This design comes from an exercise in tuning for small area, a short achievable clock period and few clock cycles on the open sky130 flow, not from production work.
Function was checked by simulation only, so behaviour that the tests miss may differ from the original.

==> flow/design.v <==
module padder1(in, byte_num, out);
    input      [31:0] in;
    input      [1:0]  byte_num;
    output reg [31:0] out;
    always @ (*)
      case (byte_num)
        0: out = 32'h1000000;
        1: out = {in[31:24], 24'h010000};
        2: out = {in[31:16], 16'h0100};
        3: out = {in[31:8],   8'h01};
      endcase
endmodule
module rconst(n, rc);
    input      [4:0] n;
    output reg [6:0] rc;
    always @ (*)
      case (n)
        5'd0:  rc = 7'b0000001;
        5'd1:  rc = 7'b0011010;
        5'd2:  rc = 7'b1011110;
        5'd3:  rc = 7'b1110000;
        5'd4:  rc = 7'b0011111;
        5'd5:  rc = 7'b0100001;
        5'd6:  rc = 7'b1111001;
        5'd7:  rc = 7'b1010101;
        5'd8:  rc = 7'b0001110;
        5'd9:  rc = 7'b0001100;
        5'd10: rc = 7'b0110101;
        5'd11: rc = 7'b0100110;
        5'd12: rc = 7'b0111111;
        5'd13: rc = 7'b1001111;
        5'd14: rc = 7'b1011101;
        5'd15: rc = 7'b1010011;
        5'd16: rc = 7'b1010010;
        5'd17: rc = 7'b1001000;
        5'd18: rc = 7'b0010110;
        5'd19: rc = 7'b1100110;
        5'd20: rc = 7'b1111001;
        5'd21: rc = 7'b1011000;
        5'd22: rc = 7'b0100001;
        5'd23: rc = 7'b1110100;
        default: rc = 7'b0000000;
      endcase
endmodule
module round(in, mb, mg, pad, rc, rst, out);
    input  [1599:0] in;
    input  [575:0]  mb, mg;
    input           pad;
    input  [6:0]    rc;
    input           rst;
    output [1599:0] out;
    wire   [1599:0] a, t, b, nf;
    wire   [319:0]  c, d;
    wire   [575:0]  mn, mm;
    wire   [63:0]   k;
    assign a = in;
    assign k = {rc[6], 31'b0, rc[5], 15'b0, rc[4], 7'b0, rc[3], 3'b0, rc[2], 1'b0, rc[1], rc[0]};
    knand #(576) an_ (mb, mg, mn);
    assign mm = mn ^ {pad, 511'b0, k};
    genvar x, y;
    generate
      for (x = 0; x < 5; x = x + 1) begin : TC
        wire [63:0] p01, p23, p234;
        kx2 #(64) x01_  (a[64*x +: 64], a[64*(x+5) +: 64], p01);
        kx2 #(64) x23_  (a[64*(x+10) +: 64], a[64*(x+15) +: 64], p23);
        kx2 #(64) x234_ (p23, a[64*(x+20) +: 64], p234);
        kx2 #(64) xc_   (p01, p234, c[64*x +: 64]);
      end
      for (x = 0; x < 5; x = x + 1) begin : TD
        wire [63:0] cm = c[64*((x+4)%5) +: 64];
        wire [63:0] cp = c[64*((x+1)%5) +: 64];
        kx2 #(64) xd_ (cm, {cp[62:0], cp[63]}, d[64*x +: 64]);
      end
      for (y = 0; y < 5; y = y + 1) begin : TY
        for (x = 0; x < 5; x = x + 1) begin : TX
          kx2 #(64) xt_ (a[64*(5*y+x) +: 64], d[64*x +: 64], t[64*(5*y+x) +: 64]);
        end
      end
    endgenerate
    function integer rot;
      input integer x, y;
      case (5*y+x)
        0: rot = 0;   1: rot = 1;   2: rot = 62;  3: rot = 28;  4: rot = 27;
        5: rot = 36;  6: rot = 44;  7: rot = 6;   8: rot = 55;  9: rot = 20;
        10: rot = 3;  11: rot = 10; 12: rot = 43; 13: rot = 25; 14: rot = 39;
        15: rot = 41; 16: rot = 45; 17: rot = 15; 18: rot = 21; 19: rot = 8;
        20: rot = 18; 21: rot = 2;  22: rot = 61; 23: rot = 56; 24: rot = 14;
        default: rot = 0;
      endcase
    endfunction
    generate
      for (y = 0; y < 5; y = y + 1) begin : PY
        for (x = 0; x < 5; x = x + 1) begin : PX
          localparam integer R = rot(x, y);
          localparam integer D = 5*((2*x+3*y)%5) + y;
          wire [63:0] l = t[64*(5*y+x) +: 64];
          if (R == 0)
            assign b[64*D +: 64] = l;
          else
            assign b[64*D +: 64] = {l[63-R:0], l[63:64-R]};
        end
      end
    endgenerate
    generate
      for (y = 0; y < 5; y = y + 1) begin : CY
        for (x = 0; x < 5; x = x + 1) begin : CX
          localparam integer L = 5*y+x;
          wire [63:0] b0 = b[64*L +: 64];
          wire [63:0] b1 = b[64*(5*y+(x+1)%5) +: 64];
          wire [63:0] b2 = b[64*(5*y+(x+2)%5) +: 64];
          wire [63:0] o;
          korn #(64) o_ (b1, b2, o);
          if (L < 9) begin : M
            wire [63:0] bm;
            kxn #(64) m_ (b0, mm[64*L +: 64], bm);
            kx2 #(64) x_ (bm, o, nf[64*L +: 64]);
          end else begin : N
            kx2 #(64) x_ (b0, o, nf[64*L +: 64]);
          end
        end
      end
    endgenerate
    knor #(1600) r_ (nf, {1600{rst}}, out);
endmodule
module kx2(a, b, y);
    parameter W = 64;
    input  [W-1:0] a, b;
    output [W-1:0] y;
    assign y = a ^ b;
endmodule
module kxn(a, b, y);
    parameter W = 64;
    input  [W-1:0] a, b;
    output [W-1:0] y;
    assign y = ~(a ^ b);
endmodule
module korn(a, b, y);
    parameter W = 64;
    input  [W-1:0] a, b;
    output [W-1:0] y;
    assign y = a | ~b;
endmodule
module knand(a, b, y);
    parameter W = 64;
    input  [W-1:0] a, b;
    output [W-1:0] y;
    assign y = ~(a & b);
endmodule
module knor(a, b, y);
    parameter W = 64;
    input  [W-1:0] a, b;
    output [W-1:0] y;
    assign y = ~(a | b);
endmodule
module keccak(clk, reset, in, in_ready, is_last, byte_num, buffer_full, out, out_ready);
    input              clk, reset;
    input      [31:0]  in;
    input              in_ready, is_last;
    input      [1:0]   byte_num;
    output             buffer_full;  
    output     [511:0] out;
    output reg         out_ready;    
    reg       [1599:0] st;      
    reg        [575:0] mb;      
    reg        [17:0]  th;      
    reg        [17:0]  ws;      
    reg        [17:0]  g;       
    reg                pad;     
    reg        [4:0]   rn;      
    reg                bnd;     
    reg        [6:0]   rc;      
    reg                full;    
    reg                blast;   
    reg                inl;     
    reg                bf;      
    reg                fcur;    
    wire               accept = in_ready & ~bf;
    wire       [31:0]  p1, v, sv;
    wire       [17:0]  wsel;
    wire               complete = accept & (th[16] | is_last);
    wire               go      = ~out_ready & (~bnd | full | fcur);
    wire               absorb  = bnd & full;
    wire               stop    = bnd & fcur;
    wire               full_n  = (full & ~absorb) | complete;
    wire               blast_n = (blast & ~absorb) | (accept & is_last);
    wire               inl_n   = inl | (accept & is_last);
    wire       [4:0]   rn_n    = ~go ? rn : bnd ? 5'd0 : rn + 5'd1;
    wire               bnd_n   = (rn_n == 5'd23);
    wire               ab_n    = bnd_n & full_n;
    wire       [17:0]  th_n    = absorb ? 18'b0 : (th | wsel);
    wire       [6:0]   rc_n;
    wire               bf_n    = full_n | inl_n;
    wire       [17:0]  ws_n;
    wire      [1599:0] r_out;
    wire       [575:0] mg;
    genvar w, j;
    assign buffer_full = bf;
    padder1 p0 (in, byte_num, p1);
    assign v  = is_last ? p1 : in;
    assign sv = {v[7:0], v[15:8], v[23:16], v[31:24]};
    generate
      for (w = 0; w < 18; w = w + 1) begin : W
        assign wsel[w] = in_ready & ws[w];
        if (w == 0)
          assign ws_n[w] = ~bf_n & ~th_n[w];
        else
          assign ws_n[w] = ~bf_n & th_n[w-1] & ~th_n[w];
        always @ (posedge clk)
          if (wsel[w])
            mb[32*w +: 32] <= sv;
        assign mg[32*w +: 32] = {32{g[w]}};
      end
    endgenerate
    rconst rconst_ (rn_n, rc_n);
    always @ (posedge clk)
      if (reset)
        begin
          th <= 0; ws <= 18'b1; g <= 0; pad <= 0; rn <= 5'd23; bnd <= 1; rc <= 0;
          full <= 0; blast <= 0; inl <= 0; bf <= 0; fcur <= 0;
          out_ready <= 0;
        end
      else
        begin
          th <= th_n;
          ws <= ws_n;
          g <= {18{ab_n}} & th_n;
          pad <= ab_n & blast_n;
          rn <= rn_n;
          bnd <= bnd_n;
          if (go)
            rc <= rc_n;
          full <= full_n;
          blast <= blast_n;
          inl <= inl_n;
          bf <= bf_n;
          if (absorb)
            fcur <= blast;
          out_ready <= out_ready | (go & stop);
        end
    round round_ (st, mb, mg, pad, rc, reset, r_out);
    always @ (posedge clk)
      if (go | reset)
        st <= r_out;
    generate
      for (j = 0; j < 64; j = j + 1) begin : O
        assign out[511-8*j -: 8] = st[64*(j/8) + 8*(j%8) +: 8];
      end
    endgenerate
endmodule
clock: 6.5 ns
lec_check: 0
cap_margin: 40
core_margin: 2
core_utilization: 50
place_density: 0.65
setup_slack_margin: 3.0
slew_margin: 40
synth_hierarchical: 1
run.sh (not shown) runs the stock make flow with config.mk's settings and CLKGATE_MAP_FILE= SYNTH_SCRIPT=/design/flow/synth_recipe.tcl, a recipe that flattens the netlist after the stock synthesis.
Testbench counts at the start, summed over its fixed seeds: cycles 39,635.
Change:
Settings changed: CTS_CLUSTER_DIAMETER from default to 60, CTS_CLUSTER_SIZE from default to 24.
What happened: Global-route usage decreases by 0.29 points; cell count decreases by 0.32%; die area is unchanged; via count decreases by 1.1%; maximum frequency stays flat.

[re-timing with driven ports]
Ports are ideal in the flow. The routed layouts listed here were re-timed in OpenROAD.
Step 1: set_driving_cell puts a clkbuf_16 on clk and a buf_2 on each other input, an assumption about the parent block.
Step 2, shift: input delay + t, output delay - t, t = (earliest + latest rising clock arrival at the registers) / 2. This alone moves slack from input paths to output paths.
Three values: ideal ports, drivers, drivers and shift; two values: the first two.
| run | shift t [ns] | slack for setup (ns) | worst hold slack (ns) | pins driven straight from the clock port |
|---|---|---|---|---|
| the first run | 1.056 | 2.663 / 2.663 / 2.158 | 0.480 / 0.480 / 0.480 | 1 |
| the second run | 1.083 | 2.673 / 2.673 / 2.119 | 0.492 / 0.492 / 0.492 | 1 |
After both steps every run listed still meets setup and hold. The setup slack of the second run, which loses most, moves by 0.000 ns with the drivers and by -0.554 ns with both steps.
